Context: an optimization exercise on an open-source flow, tuned for small area. The choices shown serve that exercise and are no tape-out recipe.
In this exercise RTL edits were held to simulation tests only and were not proved equivalent to the original.
Power figures rest on the tool's default switching activity, not on a simulated workload.

## PCI_WB_DeFSM
module PCI_WB_DeFSM(
	input  PHY_CLK33_I,
	input  PHY_RSTn_I,
	input  IDSEL_I,
	input  FRAMEn_I,
	input  IRDYn_I,
	output TRDYn_O,
	output TRDYn_DIR_O,
	output DEVSELn_O,
	output DEVSELn_DIR_O,
	output STOPn_O,
	output STOPn_DIR_O,
	input  PAR_I,
	output reg PAR_O,
	output reg PAR_DIR_O,
	output PERRn_O,
	output PERRn_DIR_O,
	output SERRn_O,
	output SERRn_DIR_O,
	output [31:0] AD_O,
	output AD_DIR_O,
	input  [31:0] AD_I,
	input  [3:0] CBEn_I,
	output INTA_O,
	output [31:0] WB_DATA_O,
	input  [31:0] WB_DATA_I,
	input  WB_ACK_I,
	input  WB_VALID_I,
	output [31:0] WB_ADD_O,
	output WB_STB_O,
	output WB_WE_O,
	output HP_MEM_IDLE_O,
	input  [31:0] HPRAM_DATA_I,
	output [31:0] HPRAM_DATA_O,
	output reg [11:0] HPRAM_ADD_O,
	output reg [3:0] HPRAM_WEN_O
    );
Size in the first run: ~790 cells after synthesis, about 270 I/O pins, ~8700 um^2 of cells after synthesis.
clock: 10.0 ns
lec_check: 0
cap_margin: 20
core_margin: 2
core_utilization: 40
slew_margin: 20
standard.sh (not shown) runs the stock make flow with config.mk's settings and CLKGATE_MAP_FILE= SYNTH_SCRIPT=/design/flow/synth_recipe.tcl, a recipe that flattens the netlist after the stock synthesis.
==> flow/flow/run.sh <==
#!/bin/bash
# The standard layout (standard.sh: unchanged synthesis, floorplan, power grid
# and tap cells), with two placement/CTS arguments changed:
#  - every input and output port still gets a buffer, but a sky130_fd_sc_hd__buf_1
#  - clock tree synthesis without dummy loads
# Each tool's full output stays in orfs/logs/; make's own output goes to flow_make.log.
set -euo pipefail
export BUFFER_PORTS_ARGS="-buffer_cell sky130_fd_sc_hd__buf_1"
export CTS_ARGS="-sink_clustering_enable -repair_clock_nets -dont_use_dummy_load"
bash standard.sh finish > flow_make.log 2>&1
Next try:
--- a/flow/flow/run.sh
+++ b/flow/flow/run.sh
@@ -9 +9 @@
-export CTS_ARGS="-sink_clustering_enable -repair_clock_nets -dont_use_dummy_load"
+export CTS_ARGS="-sink_clustering_enable -repair_clock_nets -dont_use_dummy_load -buf_list {sky130_fd_sc_hd__clkbuf_8} -sink_clustering_size 20 -sink_clustering_max_diameter 80"
What happened: The changed run went through all stages and came out clean. Register-to-register slack got worse by 0.03 ns. Wire length is about the same. Final cell count is unchanged. Setup slack is better by 0.0052 ns. Power drops by a little under a tenth. Synthesized area is unchanged. Clock power shrinks by a quarter to a third. Non-clock buffer count does not change. First-iteration DRC count decreases by a few percent.

* * *

The RTL this note starts from:
==> flow/design.v <==
`timescale 1ns / 1ps
module PCI_WB_DeFSM(
	input  PHY_CLK33_I,
	input  PHY_RSTn_I,
	input  IDSEL_I,
	input  FRAMEn_I,
	input  IRDYn_I,
	output TRDYn_O,
	output TRDYn_DIR_O,
	output DEVSELn_O,
	output DEVSELn_DIR_O,
	output STOPn_O,
	output STOPn_DIR_O,
	input  PAR_I,
	output reg PAR_O,
	output reg PAR_DIR_O,
	output PERRn_O,
	output PERRn_DIR_O,
	output SERRn_O,
	output SERRn_DIR_O,
	output [31:0] AD_O,
	output AD_DIR_O,
	input  [31:0] AD_I,
	input  [3:0] CBEn_I,
	output INTA_O,
	output [31:0] WB_DATA_O,
	input  [31:0] WB_DATA_I,
	input  WB_ACK_I,
	input  WB_VALID_I,
	output [31:0] WB_ADD_O,
	output WB_STB_O,
	output WB_WE_O,
	output HP_MEM_IDLE_O,
	input  [31:0] HPRAM_DATA_I,
	output [31:0] HPRAM_DATA_O,
	output reg [11:0] HPRAM_ADD_O,
	output reg [3:0] HPRAM_WEN_O
    );
	assign PERRn_O = 1'b1;
	assign PERRn_DIR_O = 1'b0;
	assign SERRn_O = 1'b1;
	assign SERRn_DIR_O = 1'b0;
	assign INTA_O = 1'b0;
	localparam S_IDLE     = 4'd0;   
	localparam S_DEC      = 4'd1;   
	localparam S_DEAD     = 4'd2;   
	localparam S_CLAIM    = 4'd3;   
	localparam S_CFG_ACK  = 4'd4;
	localparam S_CFG_TERM = 4'd5;
	localparam S_MEM_BUSY = 4'd6;   
	localparam S_MEM_TERM = 4'd7;
	localparam S_HP_WREAD = 4'd8;
	localparam S_HP_READ  = 4'd9;
	localparam S_HP_WRITE = 4'd10;
	localparam S_HP_TERM  = 4'd11;
	localparam T_CFG = 2'd0;
	localparam T_MEM = 2'd1;
	localparam T_HP  = 2'd2;
	reg [3:0]  st;
	reg [1:0]  tgt;
	reg        wr;
	reg [19:2] pci_add;
	reg        cmd1, cmd10, sta27;
	reg [11:0] bar10, bar14;
	reg [7:0]  intl;
	reg [3:0]  cnt;        
	reg        f1;         
	reg        f2;         
	reg [31:0] mem_ad;
	reg        mem_vld;
	reg [31:0] hp_ad;
	reg [3:0]  hp_be;
	reg [31:0] dreg;       
	wire rst = ~PHY_RSTn_I;
	wire hit_cfg = IDSEL_I && AD_I[10:8] == 3'b000 && AD_I[1:0] == 2'b00;
	wire hit_mem = cmd1 && AD_I[31:20] == bar14;
	wire hit_hp  = cmd1 && AD_I[31:20] == bar10;
	wire cmd_cfg = CBEn_I[3:1] == 3'b101;
	wire cmd_mem = CBEn_I[3:1] == 3'b011;
	wire s_idle  = st == S_IDLE;
	wire s_claim = st == S_CLAIM;
	wire s_cack  = st == S_CFG_ACK;
	wire s_cterm = st == S_CFG_TERM;
	wire s_mbusy = st == S_MEM_BUSY;
	wire s_mterm = st == S_MEM_TERM;
	wire s_hwrd  = st == S_HP_WREAD;
	wire s_hrd   = st == S_HP_READ;
	wire s_hwr   = st == S_HP_WRITE;
	wire s_hterm = st == S_HP_TERM;
	wire irdy = ~IRDYn_I;
	wire mem_done = wr ? WB_ACK_I : WB_VALID_I;
	wire hp_par  = ~f1 | f2;
	wire hp_trdy = ~f1 & f2;
	always @(posedge PHY_CLK33_I) begin
		if (rst) begin
			st <= S_IDLE;
			cmd1 <= 1'b0;
			cmd10 <= 1'b0;
			sta27 <= 1'b0;
			bar10 <= 12'd0;
			bar14 <= 12'd0;
			intl <= 8'd0;
			mem_vld <= 1'b0;
			hp_be <= 4'hF;
			HPRAM_ADD_O <= 12'd0;
		end else begin
			case (st)
				S_IDLE:
					if (!FRAMEn_I) begin
						if (hit_cfg)
							st <= cmd_cfg ? S_DEC : S_DEAD;
						else if (hit_mem || hit_hp)
							st <= cmd_mem ? S_DEC : S_DEAD;
					end
				S_DEC:  st <= S_CLAIM;
				S_DEAD: st <= S_IDLE;
				S_CLAIM:
					case (tgt)
						T_CFG:
							if (irdy) begin
								st <= S_CFG_ACK;
								if (wr)
									case (pci_add[7:2])
										6'd1: begin
											if (!CBEn_I[3] && AD_I[27]) sta27 <= 1'b0;
											if (!CBEn_I[0]) begin
												cmd1 <= AD_I[1];
												cmd10 <= AD_I[10];
											end
										end
										6'd4: begin
											if (!CBEn_I[3]) bar10[11:4] <= AD_I[31:24];
											if (!CBEn_I[2]) bar10[3:0] <= AD_I[23:20];
										end
										6'd5: begin
											if (!CBEn_I[3]) bar14[11:4] <= AD_I[31:24];
											if (!CBEn_I[2]) bar14[3:0] <= AD_I[23:20];
										end
										6'd15:
											if (!CBEn_I[0]) intl <= AD_I[7:0];
										default: ;
									endcase
							end
						T_MEM: st <= S_MEM_BUSY;
						default: begin
							HPRAM_ADD_O <= pci_add[13:2];
							st <= wr ? S_HP_WRITE : S_HP_WREAD;
						end
					endcase
				S_CFG_ACK:  st <= S_CFG_TERM;
				S_CFG_TERM: st <= S_IDLE;
				S_MEM_BUSY:
					if (mem_done) begin
						st <= S_MEM_TERM;
						if (!wr) mem_vld <= 1'b1;
					end else if (cnt == 4'd13) begin
						st <= S_MEM_TERM;
						sta27 <= 1'b1;
					end
				S_MEM_TERM: st <= S_IDLE;
				S_HP_WREAD:
					if (irdy) begin
						st <= S_HP_READ;
						HPRAM_ADD_O <= HPRAM_ADD_O + 12'd1;
						hp_be <= CBEn_I;
					end
				S_HP_READ:
					if (irdy) begin
						HPRAM_ADD_O <= HPRAM_ADD_O + 12'd1;
						hp_be <= CBEn_I;
					end else if (!f1 && FRAMEn_I)
						st <= S_DEAD;
				S_HP_WRITE:
					if (irdy) begin
						if (!FRAMEn_I && !f1) HPRAM_ADD_O <= HPRAM_ADD_O + 12'd1;
					end else if (!f1 && FRAMEn_I)
						st <= S_HP_TERM;
				S_HP_TERM: st <= S_IDLE;
				default: st <= S_IDLE;
			endcase
		end
	end
	always @(posedge PHY_CLK33_I) begin
		if (s_idle) begin
			pci_add <= AD_I[19:2];
			wr <= CBEn_I[0];
			tgt <= hit_cfg ? T_CFG : hit_mem ? T_MEM : T_HP;
		end
		if (s_claim)
			cnt <= (tgt == T_MEM) ? 4'd0 : CBEn_I;
		else if (s_mbusy)
			cnt <= cnt + 4'd1;
		if (s_claim) begin
			f1 <= ~wr & irdy;    
			if (tgt == T_HP) f1 <= 1'b1;
		end else if (s_mbusy) begin
			f2 <= mem_done;
		end else if (s_hwrd) begin
			f2 <= 1'b0;
		end else if (s_hrd) begin
			if (irdy) begin
				f1 <= 1'b0;
				f2 <= 1'b1;
			end else
				f2 <= f1;
		end else if (s_hwr) begin
			if (irdy) f1 <= 1'b0;
		end
		if (s_mbusy && mem_done && !wr)
			mem_ad <= WB_DATA_I;
		if ((s_hwrd || s_hrd) && irdy)
			hp_ad <= HPRAM_DATA_I;
		if (!(s_mbusy && wr))
			dreg <= AD_I;
	end
	always @(posedge PHY_CLK33_I)
		HPRAM_WEN_O <= (!rst && s_hwr && irdy) ? ~CBEn_I : 4'b0000;
	reg [31:0] cfg_rd;
	always @(*)
		case (pci_add[7:2])
			6'd0:  cfg_rd = 32'hBBCC00AA;
			6'd1:  cfg_rd = {4'b0, sta27, 5'b0, 1'b1, 10'b0, cmd10, 8'b0, cmd1, 1'b0};
			6'd2:  cfg_rd = 32'h118000F8;
			6'd4:  cfg_rd = {bar10, 20'd0};
			6'd5:  cfg_rd = {bar14, 20'd0};
			6'd11: cfg_rd = 32'h00019876;
			6'd15: cfg_rd = {23'd0, 1'b1, intl};
			default: cfg_rd = 32'd0;
		endcase
	wire [31:0] cfg_msk = {{8{~cnt[3]}}, {8{~cnt[2]}}, {8{~cnt[1]}}, {8{~cnt[0]}}};
	wire [31:0] hp_msk  = {{8{~hp_be[3]}}, {8{~hp_be[2]}}, {8{~hp_be[1]}}, {8{~hp_be[0]}}};
	assign AD_O = (tgt == T_CFG) ? (cfg_rd & cfg_msk) :
	              (tgt == T_MEM) ? (mem_vld ? mem_ad : 32'd0) :
	                               (hp_ad & hp_msk);
	wire act = !(s_idle || st == S_DEC || st == S_DEAD);
	assign TRDYn_DIR_O   = PHY_RSTn_I & act;
	assign DEVSELn_DIR_O = PHY_RSTn_I & act;
	assign STOPn_DIR_O   = PHY_RSTn_I & act;
	assign TRDYn_O   = ~(s_cack || (s_mterm && f2) || (s_hrd && hp_trdy) || (s_hwr && !f1));
	assign DEVSELn_O = s_cterm || (s_mterm && !f2);
	assign STOPn_O   = ~(s_cack || s_mterm);
	assign AD_DIR_O  = PHY_RSTn_I & ((s_cack && !wr) || ((s_mbusy || s_mterm) && f1) || s_hwrd || s_hrd);
	wire par_req = (s_cack && !wr) || (s_mterm && f2 && !wr) || (s_hrd && hp_par);
	always @(negedge PHY_CLK33_I) begin
		PAR_DIR_O <= PHY_RSTn_I & par_req;
		PAR_O <= ^{AD_I, CBEn_I};
	end
	assign WB_STB_O  = s_mbusy;
	assign WB_WE_O   = wr;
	assign WB_ADD_O  = {12'd0, pci_add[19:2], 2'b00};
	assign WB_DATA_O = dreg;
	assign HPRAM_DATA_O = dreg;
	assign HP_MEM_IDLE_O = !(s_hwrd || s_hrd || s_hwr || s_hterm);
endmodule
clock: 10.0 ns
lec_check: 0
cap_margin: 20
core_margin: 2
core_utilization: 40
slew_margin: 20
run.sh (not shown) runs the stock make flow with config.mk's settings and CLKGATE_MAP_FILE= SYNTH_SCRIPT=/design/flow/synth_recipe.tcl, a recipe that flattens the netlist after the stock synthesis.
Stock flow here: none of the scripts above is used.
The baseline went through all stages and came out clean.
Next try:
==> flow/flow/run.sh (new file) <==
#!/bin/bash
# The standard layout (standard.sh: unchanged synthesis, floorplan, power grid
# and tap cells), with two placement/CTS arguments changed:
#  - every input and output port still gets a buffer, but a sky130_fd_sc_hd__buf_1
#  - clock tree synthesis without dummy loads
# Each tool's full output stays in orfs/logs/; make's own output goes to flow_make.log.
set -euo pipefail
export BUFFER_PORTS_ARGS="-buffer_cell sky130_fd_sc_hd__buf_1"
export CTS_ARGS="-sink_clustering_enable -repair_clock_nets -dont_use_dummy_load -buf_list {sky130_fd_sc_hd__clkbuf_8} -sink_clustering_size 30 -sink_clustering_max_diameter 150 -distance_between_buffers 200"
bash standard.sh finish > flow_make.log 2>&1
==> flow/standard.sh (new file) <==
#!/bin/bash
# synth_recipe.tcl (not shown) runs the flow's synth.tcl, then flattens the netlist and writes it again
# the make line also repeats each setting of config.mk as NAME=value (left out here)
make -C /OpenROAD-flow-scripts/flow DESIGN_CONFIG=/design/flow/config.mk WORK_HOME=/design/flow/orfs CLKGATE_MAP_FILE= SYNTH_SCRIPT=/design/flow/synth_recipe.tcl "${@:-finish}"
removed: flow/run.sh
Outcome: The changed run completed with no timing, DRC or antenna violations; cell area decreases by 17%; routed wire length drops by 2.2%; worst setup slack gets better by 0.35 ns; power decreases by 18%.
Next try:
--- a/flow/flow/run.sh
+++ b/flow/flow/run.sh
@@ -7,4 +7,4 @@
 set -euo pipefail
 export BUFFER_PORTS_ARGS="-buffer_cell sky130_fd_sc_hd__buf_1"
-export CTS_ARGS="-sink_clustering_enable -repair_clock_nets -dont_use_dummy_load -buf_list {sky130_fd_sc_hd__clkbuf_8} -sink_clustering_size 30 -sink_clustering_max_diameter 150 -distance_between_buffers 200"
+export CTS_ARGS="-repair_clock_nets -dont_use_dummy_load -buf_list {sky130_fd_sc_hd__clkbuf_8}"
 bash standard.sh finish > flow_make.log 2>&1
After rerunning: The new run completed with no timing, DRC or antenna violations; worst setup slack hardly moves; clock skew grows by 0.0072 ns; die area is unchanged; combinational power barely changes; utilization is unchanged; total power barely changes; non-clock buffer count does not change.
